This design comes from an exercise in tuning for small area, a short achievable clock period and few clock cycles on the open sky130 flow, not from production work.
The RTL of this run was laid out without a check of its function.
Power and IR drop assume default switching activity.

==> flow/design.v <==
module PC
	#(parameter PC_width = 32)
(clk, rst_n, pc_in, pc_write, pc_out);
	input clk, rst_n, pc_write;
	input [PC_width-1:0] pc_in;
	output reg[PC_width-1:0] pc_out;
	always@(posedge clk or negedge rst_n) begin
		if(!rst_n)
			pc_out <= 0;
		else if(pc_write == 1'b1)
			pc_out <= pc_in;
		else
			pc_out <= pc_out;
	end
endmodule
module IFID
	#(parameter PC_width = 32, inst_width = 32, num_width = 5)
(clk, rst_n, flush, hazard, PC_in, PC4_in, inst_in,rd_num1_in, rd_num2_in, wr_num_in,
PC_out, PC4_out, inst_out, rd_num1_out, rd_num2_out, wr_num_out);
	input clk, rst_n, flush, hazard;
	input [PC_width-1:0] PC_in, PC4_in;
	input [inst_width-1:0] inst_in;
	input [num_width-1:0] rd_num1_in, rd_num2_in, wr_num_in;
	output reg [PC_width-1:0] PC_out, PC4_out;
	output reg [inst_width-1:0] inst_out;
	output reg [num_width-1:0] rd_num1_out, rd_num2_out, wr_num_out;
	wire zero = ~rst_n | flush;
	always@(posedge clk) begin
		if(zero) begin
			PC_out <= 0;
			PC4_out <= 0;
			inst_out <= 0;
			rd_num1_out <= 0;
			rd_num2_out <= 0;
			wr_num_out <= 0;
		end else if(hazard) begin
			PC_out <= PC_out;
			PC4_out <= PC4_out;
			inst_out <= inst_out;
			rd_num1_out <= rd_num1_out;
			rd_num2_out <= rd_num2_out;
			wr_num_out <= wr_num_out;
		end else begin
			PC_out <= PC_in;
			PC4_out <= PC4_in;
			inst_out <= inst_in;
			rd_num1_out <= rd_num1_in;
			rd_num2_out <= rd_num2_in;
			wr_num_out <= wr_num_in;
		end
	end
endmodule
module regnumDecoder
	#(parameter inst_width = 32, num_width = 5)
(instruction, rs1, rs2, rd);
	input [inst_width-1:0] instruction;
	output [num_width-1:0] rs1, rs2, rd;
	assign rs1 = instruction[19:15];
	assign rs2 = instruction[24:20];
	assign rd = instruction[11:7];
endmodule
module regFile
	#(parameter reg_num = 32, reg_addrwidth = 5, reg_dwidth = 32)
(rst_n, clk, rd_num1, rd_num2, rd_data1, rd_data2, wr_num, wr_data, wr_en);
	input clk, rst_n;
	input [reg_addrwidth-1:0] rd_num1, rd_num2;
	output [reg_dwidth-1:0] rd_data1, rd_data2;
	input [reg_addrwidth-1:0] wr_num;
	input [reg_dwidth-1:0] wr_data;
	input wr_en;
	reg [reg_dwidth-1:0] registers [0:reg_num-1];
	assign rd_data1 = registers[rd_num1];
	assign rd_data2 = registers[rd_num2];
	always@(negedge clk or negedge rst_n) begin : write_to_reg
		integer i;
		if(!rst_n) begin	 
			for(i=0; i<reg_num; i=i+1)
				registers[i] <= 0;
		end else begin
			if(wr_en) begin
				if(wr_num == 0)
					registers[wr_num] <= 0;
				else
					registers[wr_num] <= wr_data;
			end else
				registers[wr_num] <= registers[wr_num];
		end
	end
endmodule
module control
	#(parameter inst_width = 32, inst_op_width = 17)
(inst_in, AB_relation, 
read1_src, reg_write, ALU_src, comp_unsigned, ALU_out, sb_w,
memory_rd, memory_wr, lb_w, reg_wr_src, PC_src);
	input [inst_width-1:0] inst_in;
	input AB_relation;
	output reg read1_src;   
	output reg reg_write;   
	output reg ALU_src;   
	output reg comp_unsigned;   
	output reg ALU_out;   
	output reg sb_w;   
	output reg memory_rd;   
	output reg memory_wr;   
	output reg lb_w;   
	output reg [1:0] reg_wr_src;   
	output reg [1:0] PC_src;   
	wire[inst_op_width-1:0] operation;
	assign operation = {inst_in[6:0], inst_in[14:12], inst_in[31:25]};
	always@(operation) begin
		casex(operation)
			17'b0110111_xxx_xxxxxxx: read1_src <= 1'b1;
			default: read1_src <= 1'b0;
		endcase
	end
	always@(operation) begin
		casex(operation)
			17'b0110011_000_0000000, 17'b0110011_000_0100000, 17'b0110011_111_0000000, 17'b0110011_110_0000000, 17'b0110011_100_0000000, 17'b0110011_010_0000000, 17'b0110011_011_0000000, 17'b0110011_101_0100000,
			17'b0110011_101_0000000, 17'b0110011_001_0000000, 17'b0010011_000_xxxxxxx, 17'b0010011_111_xxxxxxx, 17'b0010011_110_xxxxxxx, 17'b0010011_100_xxxxxxx, 17'b0010011_010_xxxxxxx, 17'b0010011_011_xxxxxxx,
			17'b0010011_101_0100000, 17'b0010011_101_0000000, 17'b0010011_001_0000000, 17'b1100111_000_xxxxxxx, 17'b0000011_010_xxxxxxx, 17'b0000011_000_xxxxxxx, 17'b0110111_xxx_xxxxxxx, 17'b1101111_xxx_xxxxxxx:
			reg_write <= 1'b1;
			default: reg_write <= 1'b0;
		endcase
	end
	always@(operation) begin
		casex(operation)
			17'b0010011_000_xxxxxxx, 17'b0010011_111_xxxxxxx, 17'b0010011_110_xxxxxxx, 17'b0010011_100_xxxxxxx, 17'b0010011_010_xxxxxxx, 17'b0010011_011_xxxxxxx, 17'b0010011_101_0100000, 
			17'b0010011_101_0000000, 17'b0010011_001_0000000, 17'b1100111_000_xxxxxxx, 17'b0000011_010_xxxxxxx, 17'b0000011_000_xxxxxxx, 17'b0110111_xxx_xxxxxxx, 17'b0100011_000_xxxxxxx, 17'b0100011_010_xxxxxxx:
			ALU_src <= 1'b1;
			default: ALU_src <= 1'b0;
		endcase
	end
	always@(operation) begin
		casex(operation)
			17'b0110011_011_0000000, 17'b0010011_011_xxxxxxx, 17'b1100011_110_xxxxxxx, 17'b1100011_111_xxxxxxx:
			comp_unsigned <= 1'b1;
			default: comp_unsigned <= 1'b0;
		endcase
	end
	always@(operation) begin
		casex(operation)
			17'b0110011_010_0000000, 17'b0110011_011_0000000, 17'b0010011_010_xxxxxxx, 17'b0010011_011_xxxxxxx, 17'b1100011_100_xxxxxxx, 17'b1100011_101_xxxxxxx, 17'b1100011_110_xxxxxxx, 17'b1100011_111_xxxxxxx:
			 ALU_out <= 1'b1;
			default: ALU_out <= 1'b0;
		endcase
	end
	always@(operation) begin
		casex(operation)
			17'b0100011_000_xxxxxxx: sb_w <= 1'b1;
			default: sb_w <= 1'b0;
		endcase
	end
	always@(operation) begin
		casex(operation)
			17'b0000011_000_xxxxxxx, 17'b0000011_010_xxxxxxx: memory_rd <= 1'b1;
			default: memory_rd <= 1'b0;
		endcase
	end
	always@(operation) begin
		casex(operation)
			17'b0100011_000_xxxxxxx, 17'b0100011_010_xxxxxxx: memory_wr <= 1'b1;
			default: memory_wr <= 1'b0;
		endcase
	end
	always@(operation) begin
		casex(operation)
			17'b0000011_000_xxxxxxx: lb_w <= 1'b1;
			default: lb_w <= 1'b0;
		endcase
	end
	always@(operation) begin
		casex(operation)
			17'b1100111_000_xxxxxxx, 17'b1101111_xxx_xxxxxxx: reg_wr_src <= 2'b11;
			17'b0000011_010_xxxxxxx, 17'b0000011_000_xxxxxxx: reg_wr_src <= 2'b10;
			default: reg_wr_src <= 2'b00;
		endcase
	end
	always@(operation, AB_relation) begin
		casex(operation)
			17'b1100111_000_xxxxxxx: PC_src <= 2'b10;
			17'b0010111_xxx_xxxxxxx, 17'b1101111_xxx_xxxxxxx: PC_src <= 2'b11;
			17'b1100011_000_xxxxxxx, 17'b1100011_001_xxxxxxx, 17'b1100011_100_xxxxxxx, 17'b1100011_110_xxxxxxx: begin  
			if(AB_relation == 1'b1)
				PC_src <= 2'b11;
			else
				PC_src <= 2'b00;
			end
			17'b1100011_101_xxxxxxx, 17'b1100011_111_xxxxxxx: begin  
			if(AB_relation == 1'b1)
				PC_src <= 2'b00;
			else
				PC_src <= 2'b11;
			end
			default:  PC_src <= 2'b00;
		endcase
	end
endmodule
module ALUctl
	#(parameter inst_width = 32, ALUop_width=4, inst_op_width=17)
(inst_in, ALUop_out);
	input [inst_width-1:0] inst_in;
	output reg[ALUop_width-1:0] ALUop_out;
	wire[inst_op_width-1:0] operation;
	assign operation = {inst_in[6:0], inst_in[14:12], inst_in[31:25]};
	always@(operation) begin
		casex(operation)
			17'b0110011_000_0000000, 17'b0010011_000_xxxxxxx, 17'b1100111_000_xxxxxxx, 17'b0000011_010_xxxxxxx, 17'b0000011_000_xxxxxxx, 17'b0110111_xxx_xxxxxxx, 17'b0100011_010_xxxxxxx, 17'b0100011_000_xxxxxxx: ALUop_out <= 4'b100x;
			17'b0110011_000_0100000: ALUop_out <= 4'b110x;
			17'b0110011_111_0000000, 17'b0010011_111_xxxxxxx: ALUop_out <= 4'b0011;
			17'b0110011_110_0000000, 17'b0010011_110_xxxxxxx: ALUop_out <= 4'b0001;
			17'b0110011_100_0000000, 17'b0010011_100_xxxxxxx: ALUop_out <= 4'b0111;
			17'b0110011_101_0100000, 17'b0010011_101_0100000: ALUop_out <= 4'b1111;
			17'b0110011_101_0000000, 17'b0010011_101_0000000: ALUop_out <= 4'b1110;
			17'b0110011_001_0000000, 17'b0010011_001_0000000: ALUop_out <= 4'b101x;
			17'b1100011_000_xxxxxxx: ALUop_out <= 4'b0010;
			17'b1100011_001_xxxxxxx: ALUop_out <= 4'b0000;
			default: ALUop_out <= 0;
		endcase
	end
endmodule
module immGen
	#(parameter inst_width = 32, imm_width = 32)
(inst_in, imm_out);
	input [inst_width-1:0] inst_in;
	output reg[imm_width-1:0] imm_out;
	reg [2:0] inst_type;
	always@(inst_in[6:0]) begin
		case(inst_in[6:0])
			7'b0110011: inst_type <= 3'b000;
			7'b0010011, 7'b1100111, 7'b0000011: inst_type <= 3'b001;
			7'b0010111, 7'b0110111: inst_type <= 3'b010;
			7'b1101111: inst_type <= 3'b011;
			7'b1100011: inst_type <= 3'b100;
			7'b0100011: inst_type <= 3'b101;
			default: inst_type <= 3'b000; 
		endcase
	end
	always@(inst_type, inst_in) begin
		case(inst_type)
			3'd0: imm_out <= 0;
			3'd1: imm_out <= {{20{inst_in[31]}}, inst_in[31:20]};
			3'd2: imm_out <= {inst_in[31:12], 12'b0};
			3'd3: imm_out <= {{11{inst_in[31]}}, inst_in[31], inst_in[19:12], inst_in[20], inst_in[30:21], 1'b0};
			3'd4: imm_out <= {{19{inst_in[31]}}, inst_in[31], inst_in[7], inst_in[30:25], inst_in[11:8] , 1'b0};
			3'd5: imm_out <= {{20{inst_in[31]}}, inst_in[31:25], inst_in[11:7]};
		default: imm_out <= 0;
		endcase
	end
endmodule
module hazardDetect
	#(parameter num_width = 5)
(ID_rs1, ID_rs2, EX_rd, EX_memread, hazard);
	input [num_width-1:0] ID_rs1, ID_rs2, EX_rd;   
	input EX_memread;   
	output reg hazard;
	always@(ID_rs1, ID_rs2, EX_rd, EX_memread) begin
		if(EX_memread == 1'b1 && (EX_rd == ID_rs1 || EX_rd == ID_rs2))
			hazard <= 1'b1;
		else
			hazard <= 1'b0;
	end
endmodule
module IDEX
	#(parameter PC_width = 32, inst_width = 32, num_width = 5, operand_width = 32, ALUop_width = 4)
( 
clk, rst_n, flush, rd_after_ld, PC_in, PC4_in, inst_in, rd_num1_in, rd_num2_in, wr_num_in,
rs1_in, rs2_in, imm_in, ALUop_in, ALUsrc_in, comp_unsigned_in, ALU_out_in, sb_w_in, memory_rd_in, memory_wr_in, lb_w_in,
reg_write_in, reg_wr_src_in,
PC_out, PC4_out, inst_out, rd_num1_out, rd_num2_out, wr_num_out,
rs1_out, rs2_out, imm_out, ALUop_out, ALUsrc_out ,comp_unsigned_out, ALU_out_out, sb_w_out, memory_rd_out, memory_wr_out, lb_w_out,
reg_write_out, reg_wr_src_out
);
	input clk, rst_n, flush, rd_after_ld;
	input [PC_width-1:0] PC_in, PC4_in;
	input [inst_width-1:0] inst_in;
	input [num_width-1:0] rd_num1_in, rd_num2_in, wr_num_in;
	input [operand_width-1:0] rs1_in, rs2_in, imm_in;
	input [ALUop_width-1:0] ALUop_in;
	input ALUsrc_in, comp_unsigned_in, ALU_out_in, sb_w_in, memory_rd_in, memory_wr_in, lb_w_in,
	      reg_write_in;
	input [1:0] reg_wr_src_in;
	output reg [PC_width-1:0] PC_out, PC4_out;
	output reg [inst_width-1:0] inst_out;
	output reg [num_width-1:0] rd_num1_out, rd_num2_out, wr_num_out;
	output reg [operand_width-1:0] rs1_out, rs2_out, imm_out;
	output reg [ALUop_width-1:0] ALUop_out;
	output reg ALUsrc_out, comp_unsigned_out, ALU_out_out, sb_w_out, memory_rd_out, memory_wr_out, lb_w_out,
	      reg_write_out;
	output reg [1:0] reg_wr_src_out;
	wire zero = ~rst_n | flush | rd_after_ld;
	always@(posedge clk) begin
		if(zero) begin
			PC_out <= 0;
			PC4_out <= 0;
			inst_out <= 0;
			rd_num1_out <= 0;
			rd_num2_out <= 0;
			wr_num_out <= 0;
			rs1_out <= 0;
			rs2_out <= 0;
			imm_out <= 0;
			ALUop_out <= 0;
			ALUsrc_out <= 0;
			comp_unsigned_out <= 0; 
			ALU_out_out <= 0; 
			sb_w_out <= 0; 
			memory_rd_out <= 0;
			memory_wr_out <= 0; 
			lb_w_out <= 0;
	      reg_write_out <= 0;
			reg_wr_src_out <= 0;
		end else begin
			PC_out <= PC_in;
			PC4_out <= PC4_in;
			inst_out <= inst_in;
			rd_num1_out <= rd_num1_in;
			rd_num2_out <= rd_num2_in;
			wr_num_out <= wr_num_in;
			rs1_out <= rs1_in;
			rs2_out <= rs2_in;
			imm_out <= imm_in;
			ALUop_out <= ALUop_in;
			ALUsrc_out <= ALUsrc_in;
			comp_unsigned_out <= comp_unsigned_in;
			ALU_out_out <= ALU_out_in;
			sb_w_out <= sb_w_in;
			memory_rd_out <= memory_rd_in;
			memory_wr_out <= memory_wr_in;
			lb_w_out <= lb_w_in;
	      reg_write_out <= reg_write_in;
			reg_wr_src_out <= reg_wr_src_in;
		end
	end
endmodule
module foward
	#(parameter num_width = 5)
(EX_rs1, EX_rs2, MEM_rd, MEM_regwr, WB_rd, WB_regwr, EX_rs1src, EX_rs2src);
	input [num_width-1:0] EX_rs1, EX_rs2, MEM_rd, WB_rd;
	input MEM_regwr, WB_regwr;   
	output reg [1:0] EX_rs1src, EX_rs2src;   
	always@(EX_rs1, EX_rs2, MEM_rd, MEM_regwr, WB_rd, WB_regwr) begin
		if(MEM_rd == EX_rs1 && EX_rs1 != 0 && MEM_regwr == 1'b1) begin
			if(MEM_regwr == 1'b1)
				EX_rs1src <= 2'b10;
			else
				EX_rs1src <= 2'b00;
		end else if(WB_rd == EX_rs1 && EX_rs1 != 0) begin
			if(WB_regwr == 1'b1)
				EX_rs1src <= 2'b11;
			else
				EX_rs1src <= 2'b00;
		end else
			EX_rs1src <= 2'b00;
		if(MEM_rd == EX_rs2 && EX_rs2 != 0 && MEM_regwr == 1'b1) begin
			if(MEM_regwr == 1'b1)
				EX_rs2src <= 2'b10;
			else
				EX_rs2src <= 2'b00;
		end else if(WB_rd == EX_rs2 && EX_rs2 != 0) begin
			if(WB_regwr == 1'b1)
				EX_rs2src <= 2'b11;
			else
				EX_rs2src <= 2'b00;
		end else
			EX_rs2src <= 2'b00;
	end
endmodule
module mul2t1
	#(parameter data_width = 32)
(d1_in, d2_in, sel_in, d_out);
	input [data_width-1:0] d1_in, d2_in;
	input sel_in;   
	output reg [data_width-1:0] d_out;
	always@(d1_in, d2_in, sel_in) begin
		if(sel_in)
			d_out <= d2_in;
		else
			d_out <= d1_in;
	end
endmodule
module mul3t1
	#(parameter data_width = 32)
(d1_in, d2_in, d3_in, sel_in, d_out);
	input [data_width-1:0] d1_in, d2_in, d3_in;
	input [1:0] sel_in;   
	output reg [data_width-1:0] d_out;
	always@(d1_in, d2_in, d3_in, sel_in) begin
		case(sel_in)
			2'b00: d_out <= d1_in;
			2'b10: d_out <= d2_in;
			2'b11: d_out <= d3_in;
			default: d_out <= d1_in;
		endcase
	end
endmodule
module ALU
	#(parameter opcode_width = 4, Sa_width = 5, operand_width = 32)
(ALUop, Sa, A, B, C, V);
	input [opcode_width-1:0] ALUop;
	input [Sa_width-1:0] Sa;
	input signed [operand_width-1:0] A, B;
	output V;
	output reg signed [operand_width-1:0] C;
	assign V = ((ALUop[opcode_width-1:opcode_width-3] == 3'b100 || ALUop[opcode_width-1:opcode_width-3] == 3'b110) && 
	(A[operand_width-1] == B[operand_width-1]) && (A[operand_width-1] != C[operand_width-1]))?1'b1:1'b0;
	always@(ALUop, A, B, Sa) begin
		casex(ALUop)
			4'b0001: C <= A | B;
			4'b0101: C <= ~(A | B);
			4'b0011: C <= A & B;
			4'b0111: C <= A ^ B;
			4'b0010: C <= (A==B)?{{(operand_width-1){1'd0}}, 1'b1}:{{(operand_width-1){1'd0}}, 1'b0};
			4'b0000: C <= (A==B)?{{(operand_width-1){1'd0}}, 1'b0}:{{(operand_width-1){1'd0}}, 1'b1};
			4'b0100: C <= (A<=0)?{{(operand_width-1){1'd0}}, 1'b1}:{{(operand_width-1){1'd0}}, 1'b0};
			4'b0110: C <= (A<=0)?{{(operand_width-1){1'd0}}, 1'b0}:{{(operand_width-1){1'd0}}, 1'b1};
			4'b100x: C <= A + B;
			4'b110x: C <= A - B;
			4'b101x: C <= A << Sa;
			4'b1110: C <= A >> Sa;
			4'b1111: C <= A >>> Sa;
			default C <= {operand_width{1'b0}};
		endcase
	end
endmodule
module ALUSaGen
	#(parameter operand_width = 32, Sa_width = 5)
(ALU_src_in, Sa_out);
	input [operand_width-1:0] ALU_src_in;
	output [Sa_width-1:0] Sa_out;
	assign Sa_out = ALU_src_in[Sa_width-1:0];
endmodule
module comparator
	#(parameter in_width = 32, out_width = 32)
(comp_A, comp_B, comp_unsigned, C);
	input [in_width-1:0] comp_A, comp_B;
	input comp_unsigned;
	output reg [out_width-1:0] C;
	reg [in_width-1:0] A, B;
	always@(comp_A, comp_B, comp_unsigned) begin
		if(comp_unsigned) begin
			if($unsigned(comp_A) < $unsigned(comp_B))
				C <= 1;
			else
				C <= 0;
		end else begin
			if($signed(comp_A) < $signed(comp_B))
				C <= 1;
			else
				C <= 0;
		end
	end
endmodule
module LSBextract
	#(parameter in_dwidth = 32)
(data_input, lsb);
	input [in_dwidth-1:0] data_input;
	output lsb;
	assign lsb = data_input[0];
endmodule
module branchHandler
	#(parameter inst_width = 32, inst_op_width = 17)
(inst_in, AB_relation, PC_src, flush);
	input [inst_width-1:0] inst_in;
	input AB_relation;
	output reg [1:0] PC_src;
	output reg flush;
	wire[inst_op_width-1:0] operation;
	assign operation = {inst_in[6:0], inst_in[14:12], inst_in[31:25]};
	always@(operation, AB_relation) begin
		casex(operation)
			17'b1100111_000_xxxxxxx: PC_src <= 2'b10;
			17'b0010111_xxx_xxxxxxx, 17'b1101111_xxx_xxxxxxx: PC_src <= 2'b11;
			17'b1100011_000_xxxxxxx, 17'b1100011_001_xxxxxxx, 17'b1100011_100_xxxxxxx, 17'b1100011_110_xxxxxxx: begin  
			if(AB_relation == 1'b1)
				PC_src <= 2'b11;
			else
				PC_src <= 2'b00;
			end
			17'b1100011_101_xxxxxxx, 17'b1100011_111_xxxxxxx: begin  
			if(AB_relation == 1'b1)
				PC_src <= 2'b00;
			else
				PC_src <= 2'b11;
			end
			default:  PC_src <= 2'b00;
		endcase
	end
	always@(PC_src) begin
		if(PC_src == 2'b00)
			flush <= 1'b0;
		else
			flush <= 1'b1;
	end
endmodule
module adder
	#(parameter operand_width = 32)
(PC_in, offset_in, C);
	input signed [operand_width-1:0] PC_in, offset_in;
	output reg signed [operand_width-1:0] C;
	always@(PC_in, offset_in) C <= PC_in + offset_in;
endmodule
module EXMEM
	#(parameter PC_width = 32, num_width = 5, operand_width = 32, ALUop_width = 4)
( 
clk, rst_n, PC4_in, wr_num_in, rs2_in, sb_w_in, 
memory_rd_in, memory_wr_in, lb_w_in, reg_write_in, reg_wr_src_in,
ALU_result_in,
wr_num_out, rs2_out, sb_w_out, memory_rd_out, memory_wr_out, lb_w_out,
reg_write_out, reg_wr_src_out,
ALU_result_out
);
	input clk, rst_n;
	input [PC_width-1:0] PC4_in;
	input [num_width-1:0] wr_num_in;
	input [operand_width-1:0] rs2_in, ALU_result_in;
	input sb_w_in, memory_rd_in, memory_wr_in, lb_w_in, reg_write_in;
	input [1:0] reg_wr_src_in;
	output reg [num_width-1:0] wr_num_out;
	output reg [operand_width-1:0] rs2_out, ALU_result_out;
	output reg sb_w_out, memory_rd_out, memory_wr_out, lb_w_out, reg_write_out;
	output reg [1:0] reg_wr_src_out;
	always@(posedge clk) begin
		if(!rst_n) begin
			wr_num_out <= 0;
			rs2_out <= 0;
			ALU_result_out <= 0;
			sb_w_out <= 0; 
			memory_rd_out <= 0;
			memory_wr_out <= 0; 
			lb_w_out <= 0;
	      reg_write_out <= 0;
			reg_wr_src_out <= 0;
		end else begin
			wr_num_out <= wr_num_in;
			sb_w_out <= sb_w_in;
			memory_rd_out <= memory_rd_in;
			memory_wr_out <= memory_wr_in;
			lb_w_out <= lb_w_in;
	      reg_write_out <= reg_write_in;
			reg_wr_src_out <= reg_wr_src_in;
			rs2_out <= rs2_in;
			if(reg_wr_src_in == 2'b11)
				ALU_result_out <= PC4_in;
			else
				ALU_result_out <= ALU_result_in;
		end
	end
endmodule
module dataModifier
	#(parameter mem_dwidth = 32)
(data_in, lb_w, data_out);
	input [mem_dwidth-1:0] data_in;
	input lb_w;
	output reg [mem_dwidth-1:0] data_out;
	always@(data_in, lb_w) begin
		if(lb_w)
			data_out <= {24'b0, data_in[31:24]};
		else
			data_out <= data_in;
	end
endmodule
module MEMWB
	#(parameter num_width = 5, operand_width = 32, ALUop_width = 4)
( 
clk, rst_n, wr_num_in, reg_write_in, reg_wr_src_in,
ALU_result_in, memory_data_in,
wr_num_out, reg_write_out, wr_data_out
);
	input clk, rst_n;
	input [num_width-1:0] wr_num_in;
	input [operand_width-1:0] ALU_result_in, memory_data_in;
	input reg_write_in;
	input [1:0] reg_wr_src_in;
	output reg [num_width-1:0] wr_num_out;
	output reg [operand_width-1:0] wr_data_out;
	output reg reg_write_out;
	always@(posedge clk) begin
		if(!rst_n) begin
			wr_num_out <= 0;
			wr_data_out <= 0;
	      reg_write_out <= 0;
		end else begin
			wr_num_out <= wr_num_in;
	      reg_write_out <= reg_write_in;
			if(reg_wr_src_in == 2'b10)
				wr_data_out <= memory_data_in;
			else
				wr_data_out <= ALU_result_in;
		end
	end
endmodule
module pipeline(
	clk,
	rst_n,
	imem_addr,
	imem_rdata,
	dmem_addr,
	dmem_wdata,
	dmem_we,
	dmem_byte,
	dmem_rdata
);
input wire	clk;
input wire	rst_n;
output wire	[31:0] imem_addr;
input wire	[31:0] imem_rdata;
output wire	[31:0] dmem_addr;
output wire	[31:0] dmem_wdata;
output wire	dmem_we;
output wire	dmem_byte;
input wire	[31:0] dmem_rdata;
wire	[31:0] const_4 = 32'd4;
wire	[4:0] zero = 5'd0;
wire	[3:0] EX_ALUop;
wire	EX_ALUout;
wire	[31:0] EX_ALUresult;
wire	EX_comp;
wire	EX_flush;
wire	EX_lbw;
wire	EX_memread;
wire	EX_memwr;
wire	[31:0] EX_PC4;
wire	[31:0] EX_PCimm;
wire	[1:0] EX_PCsrc;
wire	[4:0] EX_rdnum1;
wire	[4:0] EX_rdnum2;
wire	EX_regwr;
wire	[1:0] EX_regwsrc;
wire	EX_sbw;
wire	[4:0] EX_wrnum;
wire	[1:0] foward_A;
wire	[1:0] foward_B;
wire	hazard;
wire	[31:0] ID_inst;
wire	[31:0] ID_PC4_;
wire	[31:0] ID_PC_;
wire	[4:0] ID_rnum1;
wire	[4:0] ID_rnum2;
wire	[4:0] ID_wrnum;
wire	[31:0] MEM_ALUresult;
wire	MEM_regwr;
wire	[1:0] MEM_regwsrc;
wire	[4:0] MEM_wrnum;
wire	WB_regwr;
wire	[31:0] WB_wrdata;
wire	[4:0] WB_wrnum;
wire	SYNTHESIZED_WIRE_0;
wire	[31:0] SYNTHESIZED_WIRE_1;
wire	[31:0] SYNTHESIZED_WIRE_52;
wire	SYNTHESIZED_WIRE_3;
wire	SYNTHESIZED_WIRE_4;
wire	SYNTHESIZED_WIRE_5;
wire	SYNTHESIZED_WIRE_6;
wire	SYNTHESIZED_WIRE_7;
wire	SYNTHESIZED_WIRE_8;
wire	SYNTHESIZED_WIRE_9;
wire	SYNTHESIZED_WIRE_10;
wire	SYNTHESIZED_WIRE_11;
wire	[3:0] SYNTHESIZED_WIRE_12;
wire	[31:0] SYNTHESIZED_WIRE_13;
wire	[1:0] SYNTHESIZED_WIRE_14;
wire	[31:0] SYNTHESIZED_WIRE_15;
wire	[31:0] SYNTHESIZED_WIRE_16;
wire	[31:0] SYNTHESIZED_WIRE_53;
wire	[31:0] SYNTHESIZED_WIRE_54;
wire	[4:0] SYNTHESIZED_WIRE_19;
wire	SYNTHESIZED_WIRE_20;
wire	[31:0] SYNTHESIZED_WIRE_21;
wire	[31:0] SYNTHESIZED_WIRE_55;
wire	[31:0] SYNTHESIZED_WIRE_25;
wire	[31:0] SYNTHESIZED_WIRE_56;
wire	[31:0] SYNTHESIZED_WIRE_57;
wire	[4:0] SYNTHESIZED_WIRE_29;
wire	[4:0] SYNTHESIZED_WIRE_30;
wire	[4:0] SYNTHESIZED_WIRE_31;
wire	[31:0] SYNTHESIZED_WIRE_33;
wire	[31:0] SYNTHESIZED_WIRE_34;
wire	SYNTHESIZED_WIRE_35;
wire	[31:0] SYNTHESIZED_WIRE_58;
wire	[31:0] SYNTHESIZED_WIRE_38;
wire	[31:0] SYNTHESIZED_WIRE_39;
wire	SYNTHESIZED_WIRE_42;
wire	SYNTHESIZED_WIRE_43;
wire	SYNTHESIZED_WIRE_44;
wire	[31:0] SYNTHESIZED_WIRE_45;
wire	SYNTHESIZED_WIRE_46;
wire	[31:0] SYNTHESIZED_WIRE_47;
wire	[31:0] SYNTHESIZED_WIRE_48;
wire	[4:0] SYNTHESIZED_WIRE_51;
PC	b2v_inst(
	.clk(clk),
	.rst_n(rst_n),
	.pc_write(SYNTHESIZED_WIRE_0),
	.pc_in(SYNTHESIZED_WIRE_1),
	.pc_out(SYNTHESIZED_WIRE_52));
	defparam	b2v_inst.PC_width = 32;
assign	imem_addr = SYNTHESIZED_WIRE_52;
assign	SYNTHESIZED_WIRE_56 = imem_rdata;
mul2t1	b2v_inst10(
	.sel_in(SYNTHESIZED_WIRE_3),
	.d1_in(ID_rnum1),
	.d2_in(zero),
	.d_out(SYNTHESIZED_WIRE_51));
	defparam	b2v_inst10.data_width = 5;
ALUctl	b2v_inst11(
	.inst_in(ID_inst),
	.ALUop_out(SYNTHESIZED_WIRE_12));
	defparam	b2v_inst11.ALUop_width = 4;
	defparam	b2v_inst11.inst_op_width = 17;
	defparam	b2v_inst11.inst_width = 32;
control	b2v_inst12(
	.inst_in(ID_inst),
	.read1_src(SYNTHESIZED_WIRE_3),
	.reg_write(SYNTHESIZED_WIRE_11),
	.ALU_src(SYNTHESIZED_WIRE_4),
	.comp_unsigned(SYNTHESIZED_WIRE_5),
	.ALU_out(SYNTHESIZED_WIRE_6),
	.sb_w(SYNTHESIZED_WIRE_7),
	.memory_rd(SYNTHESIZED_WIRE_8),
	.memory_wr(SYNTHESIZED_WIRE_9),
	.lb_w(SYNTHESIZED_WIRE_10),
	.reg_wr_src(SYNTHESIZED_WIRE_14));
	defparam	b2v_inst12.inst_op_width = 17;
	defparam	b2v_inst12.inst_width = 32;
IDEX	b2v_inst14(
	.clk(clk),
	.rst_n(rst_n),
	.flush(EX_flush),
	.rd_after_ld(hazard),
	.ALUsrc_in(SYNTHESIZED_WIRE_4),
	.comp_unsigned_in(SYNTHESIZED_WIRE_5),
	.ALU_out_in(SYNTHESIZED_WIRE_6),
	.sb_w_in(SYNTHESIZED_WIRE_7),
	.memory_rd_in(SYNTHESIZED_WIRE_8),
	.memory_wr_in(SYNTHESIZED_WIRE_9),
	.lb_w_in(SYNTHESIZED_WIRE_10),
	.reg_write_in(SYNTHESIZED_WIRE_11),
	.ALUop_in(SYNTHESIZED_WIRE_12),
	.imm_in(SYNTHESIZED_WIRE_13),
	.inst_in(ID_inst),
	.PC4_in(ID_PC4_),
	.PC_in(ID_PC_),
	.rd_num1_in(SYNTHESIZED_WIRE_51),
	.rd_num2_in(ID_rnum2),
	.reg_wr_src_in(SYNTHESIZED_WIRE_14),
	.rs1_in(SYNTHESIZED_WIRE_15),
	.rs2_in(SYNTHESIZED_WIRE_16),
	.wr_num_in(ID_wrnum),
	.ALUsrc_out(SYNTHESIZED_WIRE_35),
	.comp_unsigned_out(EX_comp),
	.ALU_out_out(EX_ALUout),
	.sb_w_out(EX_sbw),
	.memory_rd_out(EX_memread),
	.memory_wr_out(EX_memwr),
	.lb_w_out(EX_lbw),
	.reg_write_out(EX_regwr),
	.ALUop_out(EX_ALUop),
	.imm_out(SYNTHESIZED_WIRE_55),
	.inst_out(SYNTHESIZED_WIRE_21),
	.PC4_out(EX_PC4),
	.PC_out(SYNTHESIZED_WIRE_25),
	.rd_num1_out(EX_rdnum1),
	.rd_num2_out(EX_rdnum2),
	.reg_wr_src_out(EX_regwsrc),
	.rs1_out(SYNTHESIZED_WIRE_34),
	.rs2_out(SYNTHESIZED_WIRE_33),
	.wr_num_out(EX_wrnum));
	defparam	b2v_inst14.ALUop_width = 4;
	defparam	b2v_inst14.inst_width = 32;
	defparam	b2v_inst14.num_width = 5;
	defparam	b2v_inst14.operand_width = 32;
	defparam	b2v_inst14.PC_width = 32;
ALU	b2v_inst15(
	.A(SYNTHESIZED_WIRE_53),
	.ALUop(EX_ALUop),
	.B(SYNTHESIZED_WIRE_54),
	.Sa(SYNTHESIZED_WIRE_19),
	.C(SYNTHESIZED_WIRE_38));
	defparam	b2v_inst15.opcode_width = 4;
	defparam	b2v_inst15.operand_width = 32;
	defparam	b2v_inst15.Sa_width = 5;
branchHandler	b2v_inst16(
	.AB_relation(SYNTHESIZED_WIRE_20),
	.inst_in(SYNTHESIZED_WIRE_21),
	.flush(EX_flush),
	.PC_src(EX_PCsrc));
	defparam	b2v_inst16.inst_op_width = 17;
	defparam	b2v_inst16.inst_width = 32;
comparator	b2v_inst17(
	.comp_unsigned(EX_comp),
	.comp_A(SYNTHESIZED_WIRE_53),
	.comp_B(SYNTHESIZED_WIRE_54),
	.C(SYNTHESIZED_WIRE_39));
	defparam	b2v_inst17.in_width = 32;
	defparam	b2v_inst17.out_width = 32;
adder	b2v_inst18(
	.offset_in(SYNTHESIZED_WIRE_55),
	.PC_in(SYNTHESIZED_WIRE_25),
	.C(EX_PCimm));
	defparam	b2v_inst18.operand_width = 32;
LSBextract	b2v_inst19(
	.data_input(EX_ALUresult),
	.lsb(SYNTHESIZED_WIRE_20));
	defparam	b2v_inst19.in_dwidth = 32;
IFID	b2v_inst2(
	.clk(clk),
	.rst_n(rst_n),
	.flush(EX_flush),
	.hazard(hazard),
	.inst_in(SYNTHESIZED_WIRE_56),
	.PC4_in(SYNTHESIZED_WIRE_57),
	.PC_in(SYNTHESIZED_WIRE_52),
	.rd_num1_in(SYNTHESIZED_WIRE_29),
	.rd_num2_in(SYNTHESIZED_WIRE_30),
	.wr_num_in(SYNTHESIZED_WIRE_31),
	.inst_out(ID_inst),
	.PC4_out(ID_PC4_),
	.PC_out(ID_PC_),
	.rd_num1_out(ID_rnum1),
	.rd_num2_out(ID_rnum2),
	.wr_num_out(ID_wrnum));
	defparam	b2v_inst2.inst_width = 32;
	defparam	b2v_inst2.num_width = 5;
	defparam	b2v_inst2.PC_width = 32;
ALUSaGen	b2v_inst20(
	.ALU_src_in(SYNTHESIZED_WIRE_54),
	.Sa_out(SYNTHESIZED_WIRE_19));
	defparam	b2v_inst20.operand_width = 32;
	defparam	b2v_inst20.Sa_width = 5;
mul3t1	b2v_inst22(
	.d1_in(SYNTHESIZED_WIRE_33),
	.d2_in(MEM_ALUresult),
	.d3_in(WB_wrdata),
	.sel_in(foward_B),
	.d_out(SYNTHESIZED_WIRE_58));
	defparam	b2v_inst22.data_width = 32;
mul3t1	b2v_inst23(
	.d1_in(SYNTHESIZED_WIRE_34),
	.d2_in(MEM_ALUresult),
	.d3_in(WB_wrdata),
	.sel_in(foward_A),
	.d_out(SYNTHESIZED_WIRE_53));
	defparam	b2v_inst23.data_width = 32;
mul2t1	b2v_inst24(
	.sel_in(SYNTHESIZED_WIRE_35),
	.d1_in(SYNTHESIZED_WIRE_58),
	.d2_in(SYNTHESIZED_WIRE_55),
	.d_out(SYNTHESIZED_WIRE_54));
	defparam	b2v_inst24.data_width = 32;
mul2t1	b2v_inst25(
	.sel_in(EX_ALUout),
	.d1_in(SYNTHESIZED_WIRE_38),
	.d2_in(SYNTHESIZED_WIRE_39),
	.d_out(EX_ALUresult));
	defparam	b2v_inst25.data_width = 32;
EXMEM	b2v_inst26(
	.clk(clk),
	.rst_n(rst_n),
	.sb_w_in(EX_sbw),
	.memory_rd_in(EX_memread),
	.memory_wr_in(EX_memwr),
	.lb_w_in(EX_lbw),
	.reg_write_in(EX_regwr),
	.ALU_result_in(EX_ALUresult),
	.PC4_in(EX_PC4),
	.reg_wr_src_in(EX_regwsrc),
	.rs2_in(SYNTHESIZED_WIRE_58),
	.wr_num_in(EX_wrnum),
	.sb_w_out(SYNTHESIZED_WIRE_42),
	.memory_rd_out(SYNTHESIZED_WIRE_43),
	.memory_wr_out(SYNTHESIZED_WIRE_44),
	.lb_w_out(SYNTHESIZED_WIRE_46),
	.reg_write_out(MEM_regwr),
	.ALU_result_out(MEM_ALUresult),
	.reg_wr_src_out(MEM_regwsrc),
	.rs2_out(SYNTHESIZED_WIRE_45),
	.wr_num_out(MEM_wrnum));
	defparam	b2v_inst26.ALUop_width = 4;
	defparam	b2v_inst26.num_width = 5;
	defparam	b2v_inst26.operand_width = 32;
	defparam	b2v_inst26.PC_width = 32;
mul3t1	b2v_inst27(
	.d1_in(SYNTHESIZED_WIRE_57),
	.d2_in(EX_ALUresult),
	.d3_in(EX_PCimm),
	.sel_in(EX_PCsrc),
	.d_out(SYNTHESIZED_WIRE_1));
	defparam	b2v_inst27.data_width = 32;
assign	dmem_addr = MEM_ALUresult;
assign	dmem_wdata = SYNTHESIZED_WIRE_45;
assign	dmem_we = SYNTHESIZED_WIRE_44;
assign	dmem_byte = SYNTHESIZED_WIRE_42;
assign	SYNTHESIZED_WIRE_47 = (SYNTHESIZED_WIRE_43 && !SYNTHESIZED_WIRE_44) ? dmem_rdata : 32'd0;
dataModifier	b2v_inst29(
	.lb_w(SYNTHESIZED_WIRE_46),
	.data_in(SYNTHESIZED_WIRE_47),
	.data_out(SYNTHESIZED_WIRE_48));
	defparam	b2v_inst29.mem_dwidth = 32;
MEMWB	b2v_inst30(
	.clk(clk),
	.rst_n(rst_n),
	.reg_write_in(MEM_regwr),
	.ALU_result_in(MEM_ALUresult),
	.memory_data_in(SYNTHESIZED_WIRE_48),
	.reg_wr_src_in(MEM_regwsrc),
	.wr_num_in(MEM_wrnum),
	.reg_write_out(WB_regwr),
	.wr_data_out(WB_wrdata),
	.wr_num_out(WB_wrnum));
	defparam	b2v_inst30.ALUop_width = 4;
	defparam	b2v_inst30.num_width = 5;
	defparam	b2v_inst30.operand_width = 32;
foward	b2v_inst31(
	.MEM_regwr(MEM_regwr),
	.WB_regwr(WB_regwr),
	.EX_rs1(EX_rdnum1),
	.EX_rs2(EX_rdnum2),
	.MEM_rd(MEM_wrnum),
	.WB_rd(WB_wrnum),
	.EX_rs1src(foward_A),
	.EX_rs2src(foward_B));
	defparam	b2v_inst31.num_width = 5;
hazardDetect	b2v_inst32(
	.EX_memread(EX_memread),
	.EX_rd(EX_wrnum),
	.ID_rs1(ID_rnum1),
	.ID_rs2(ID_rnum2),
	.hazard(hazard));
	defparam	b2v_inst32.num_width = 5;
assign	SYNTHESIZED_WIRE_0 =  ~hazard;
regnumDecoder	b2v_inst6(
	.instruction(SYNTHESIZED_WIRE_56),
	.rd(SYNTHESIZED_WIRE_31),
	.rs1(SYNTHESIZED_WIRE_29),
	.rs2(SYNTHESIZED_WIRE_30));
	defparam	b2v_inst6.inst_width = 32;
	defparam	b2v_inst6.num_width = 5;
adder	b2v_inst7(
	.offset_in(const_4),
	.PC_in(SYNTHESIZED_WIRE_52),
	.C(SYNTHESIZED_WIRE_57));
	defparam	b2v_inst7.operand_width = 32;
regFile	b2v_inst8(
	.rst_n(rst_n),
	.clk(clk),
	.wr_en(WB_regwr),
	.rd_num1(SYNTHESIZED_WIRE_51),
	.rd_num2(ID_rnum2),
	.wr_data(WB_wrdata),
	.wr_num(WB_wrnum),
	.rd_data1(SYNTHESIZED_WIRE_15),
	.rd_data2(SYNTHESIZED_WIRE_16));
	defparam	b2v_inst8.reg_addrwidth = 5;
	defparam	b2v_inst8.reg_dwidth = 32;
	defparam	b2v_inst8.reg_num = 32;
immGen	b2v_inst9(
	.inst_in(ID_inst),
	.imm_out(SYNTHESIZED_WIRE_13));
	defparam	b2v_inst9.imm_width = 32;
	defparam	b2v_inst9.inst_width = 32;
endmodule
==> flow/run.sh <==
#!/bin/bash
# synth_recipe.tcl (not shown) runs the flow's synth.tcl, then flattens the netlist and writes it again
# the make line also repeats each setting of config.mk as NAME=value (left out here)
make -C /OpenROAD-flow-scripts/flow DESIGN_CONFIG=/design/flow/config.mk WORK_HOME=/design/flow/orfs CLKGATE_MAP_FILE= SYNTH_SCRIPT=/design/flow/synth_recipe.tcl finish
==> flow/config.mk <==
export PLATFORM = sky130hd
export DESIGN_NAME = pipeline
export DESIGN_NICKNAME = pipeline
export VERILOG_FILES = /design/flow/design.v
export SDC_FILE = /design/flow/constraint.sdc
export NUM_CORES = 8
export LEC_CHECK = 0
export CAP_MARGIN = 20
export CELL_PAD_IN_SITES_DETAIL_PLACEMENT = 2
export CELL_PAD_IN_SITES_GLOBAL_PLACEMENT = 2
export CORE_MARGIN = 2
export CORE_UTILIZATION = 35
export SLEW_MARGIN = 20
==> flow/constraint.sdc <==
create_clock -name core_clock -period 10.0 [get_ports {clk}]
set_input_delay 2.0000 -clock core_clock [delete_from_list [all_inputs] [get_ports {clk}]]
set_output_delay 2.0000 -clock core_clock [all_outputs]
set_load 0.01 [all_outputs]
==> key figures <==
GRT
  – Vias in the first global route: 93320
  – Largest net degree at the start of global routing: 89
  – Initial antenna violation count: 68
  – Gr usage total: 0.4973
  – Global-route wire length before repair: 816.9 mm
  – GRT Residual Overflow: 0

Finish
  – Layout Area Growth over Synthesis: 16.34%
  – Layout cell share with drive strength beyond 1: 0.1093
  – Max reg flops: 1024
  – Most common cell after layout, fill and taps aside: nand2_1
  – Biggest register: b2v_inst8.registers
  – Commonest cells after routing, fill and taps aside: nand2_1, o21ai_0, dfrtn_1
  – Nets: 9645

Min path
  – Hold Crit Depth: 1
  – Worst hold path class: reg2reg

Clocking
  – CTS HTree Levels: 4
  – Clk slew on worst S/H paths: 0.06 ns
  – CTS tree: yes
  – CTS Root Cell: clkbuf_16
  – Hold buffers post-CTS: 0
  – Clock Latency Late Sink: 0.88 ns
  – Total CTS buffers: 171
  – Post-cts sizing count: 0
  – Deepest clock path buffer count: 3
  – Post-CTS setup buffer count: 0
  – CTS sink cnt: 1461

Die
  – Die X: 486.6 µm
  – Row Count: 177
  – Initial Utilization: 0.3512
  – Core ar.: 232100 µm²
  – I/O pin total: 164
  – Chip height: 486.6 µm
  – Die area: 236800 µm²

Worst setup path
  – Cell Chain, Critical Path: or3b_2, nor2_4, buf_4, a22o_1, a221oi_1, nand4_1, nor3_1, nor3_1, a21oi_2, buf_4, o21ai_0
  – Worst path top cell family by delay: simple AND/OR/NAND/NOR gates
  – Worst R2R Path Depth: 11
  – Stages on the worst setup path: 11
  – CP required: 5.75 ns
  – Peak per-stage delay on the critical path: 1.05 ns
  – Worst-path fanout max: 31
  – CP max-delay cell: nor2_4
  – CP Capture Type: register
  – CP startpoint kind: register
  – Worst EP arrival: 5.22 ns
  – WP buf/inv: 2
  – Crit Path Class: reg2reg

Timing
  – Clock Skew: 0.1211 ns
  – Final setup viols: 0
  – Worst rel slew slack: 0.04687
  – Final setup TNS: 0 ns
  – Worst-Margin Slew: 1.425 ns
  – Final hold violation count: 0
  – Worst hold slack: 0.4253 ns
  – RSZ-0062 raised after global routing: false
  – Max Slew Vio Count: 0

Synthesis
  – Synth area leader: dfrtn_1
  – Register bit count reported by yosys: 1461
  – Post-Syn Nets: 9760
  – Async set-or-reset flop fraction in the synthesized netlist: 0.7228
  – Synthesized area per cell: 8.532 µm²
  – Synth cell types: 105
  – EDFF count, synth: 0
  – Syn. warnings: 20
  – Dominant synthesized flop cell: dfrtn_1
  – Synth area leaders: dfrtn_1, dfxtp_1, o21ai_0
  – Cell Area, Synth: 81510 µm²
  – Cells after synthesis: 9553
  – Yosys top cell area share: 0.3144
  – Seq/Total Area, Yosys: 0.4237

Placement
  – Number of port buffers: 163
  – Final HPWL DP: 395.0 mm
  – Gpl congestion: 1.037

Detailed routing
  – # DRC: 0
  – WL/cell: 47.60 µm
  – DR pass1 iterations: 14
  – Post-route ant nets: 0
  – Vias per std cell: 7.540
  – Via Count: 95810
  – Routed WL: 604.8 mm
  – 1st-iter DRT viols: 14380

Job
  – # Max-Cap Violations: 0

Pwr
  – P per Cell Area: 157.1 nW/µm²
  – Leakage: 37.57 nW
  – Worst vdd ir: 0.1415 mV

Run status
  – Run status: no timing/DRC/antenna violations
[metrics by stage]
| step | total power [mW] | cells | utilization | setup slack [ns] | instance area [µm²] |
|---|---|---|---|---|---|
| detailed placement | 8.102 | 12300 | 0.3810 | 0.9202 | 88420 |
| floorplan | 7.139 | 9553 | - | 2.213 | 81510 |
| finish | 14.90 | 12710 | 0.4086 | 0.5302 | 94830 |
| CTS | 14.82 | 12610 | 0.4067 | 0.7853 | 94380 |
| global placement | 8.062 | 12300 | 0.3807 | 0.9818 | 88350 |
| global route | 15.22 | 12630 | 0.4077 | 0.4871 | 94620 |
[cell type report]
class | count | area, µm²
flip-flops and latches | 1461 | 34540
diodes | 84 | 210.2
repair buffers | 610 | 5622
clock buffers | 243 | 5057
fillers | 25290 | 137300
multi-input cells | 7079 | 44250
well taps | 3043 | 3807
clock inverters | 71 | 907.1
inverters | 115 | 431.7
[cell families (layout without fill, tap and decap cells)]
logic type,after synthesis,count (layout),synth area share
buf+inv,1013,1039,0.04945
mux,137,137,0.01821
flops,1461,1461,0.4237
xor+xnor,120,120,0.01289
compound gates,3689,3689,0.3077
other cells,0,84,0
simple gates,2992,2992,0.1661
fa+ha+maj,141,141,0.02192
[power by group]
part	switching [mW]	internal [mW]
registers	0.294	6.10
clock network	2.86	3.93
logic	1.23	0.492
total	4.38	10.5
[path summary, 6_finish.rpt]
path                            slack [ns]                                start                                       to
worst max-delay path                  0.53  b2v_inst30.wr_num_out[3]$_SDFF_PN0_  b2v_inst8.registers[24][19]$_DFFE_NN0N_
worst min register to register        0.43    b2v_inst2.PC_out[28]$_SDFFE_PP0N_         b2v_inst14.PC_out[28]$_SDFF_PP0_
worst min-delay path                  0.43    b2v_inst2.PC_out[28]$_SDFFE_PP0N_         b2v_inst14.PC_out[28]$_SDFF_PP0_
worst max register to register        0.53  b2v_inst30.wr_num_out[3]$_SDFF_PN0_  b2v_inst8.registers[24][19]$_DFFE_NN0N_
min in group asynchronous             2.49                                rst_n          b2v_inst.pc_out[29]$_DFFE_PN0N_
max in group asynchronous             2.57                                rst_n  b2v_inst8.registers[23][19]$_DFFE_NN0N_
[metal layers]
metal,up-vias,routed length [µm],global-route usage
met3,3245,76640,0.2156
met4,50,59300,0.3884
met2,8535,246400,0.6993
li1,35450,-,-
met5,-,589,0.01123
met1,48520,221900,0.5899
[Yosys cell counts, drive strengths merged, types with 45 or more instances]
library cell,n
a221oi,454
nor2,446
buf,163
nand4,205
o21ai,1272
xnor2,80
nand3,236
and2,148
mux2i,101
nor2b,95
nor4,45
dfxtp,405
a211oi,70
clkbuf,735
a21oi,381
a22o,438
dfrtn,1024
nand2,1485
inv,113
a31oi,59
a22oi,639
nor3,167
ha,138
[worst register-to-register path, stage by stage (launching register included)]
cell,delay (ns)
dfxtp_1,0.68
or3b_2,0.63
nor2_4,1.06
buf_4,0.56
a22o_1,0.28
a221oi_1,0.06
nand4_1,0.13
nor3_1,0.05
nor3_1,0.26
a21oi_2,0.06
buf_4,0.27
o21ai_0,0.31
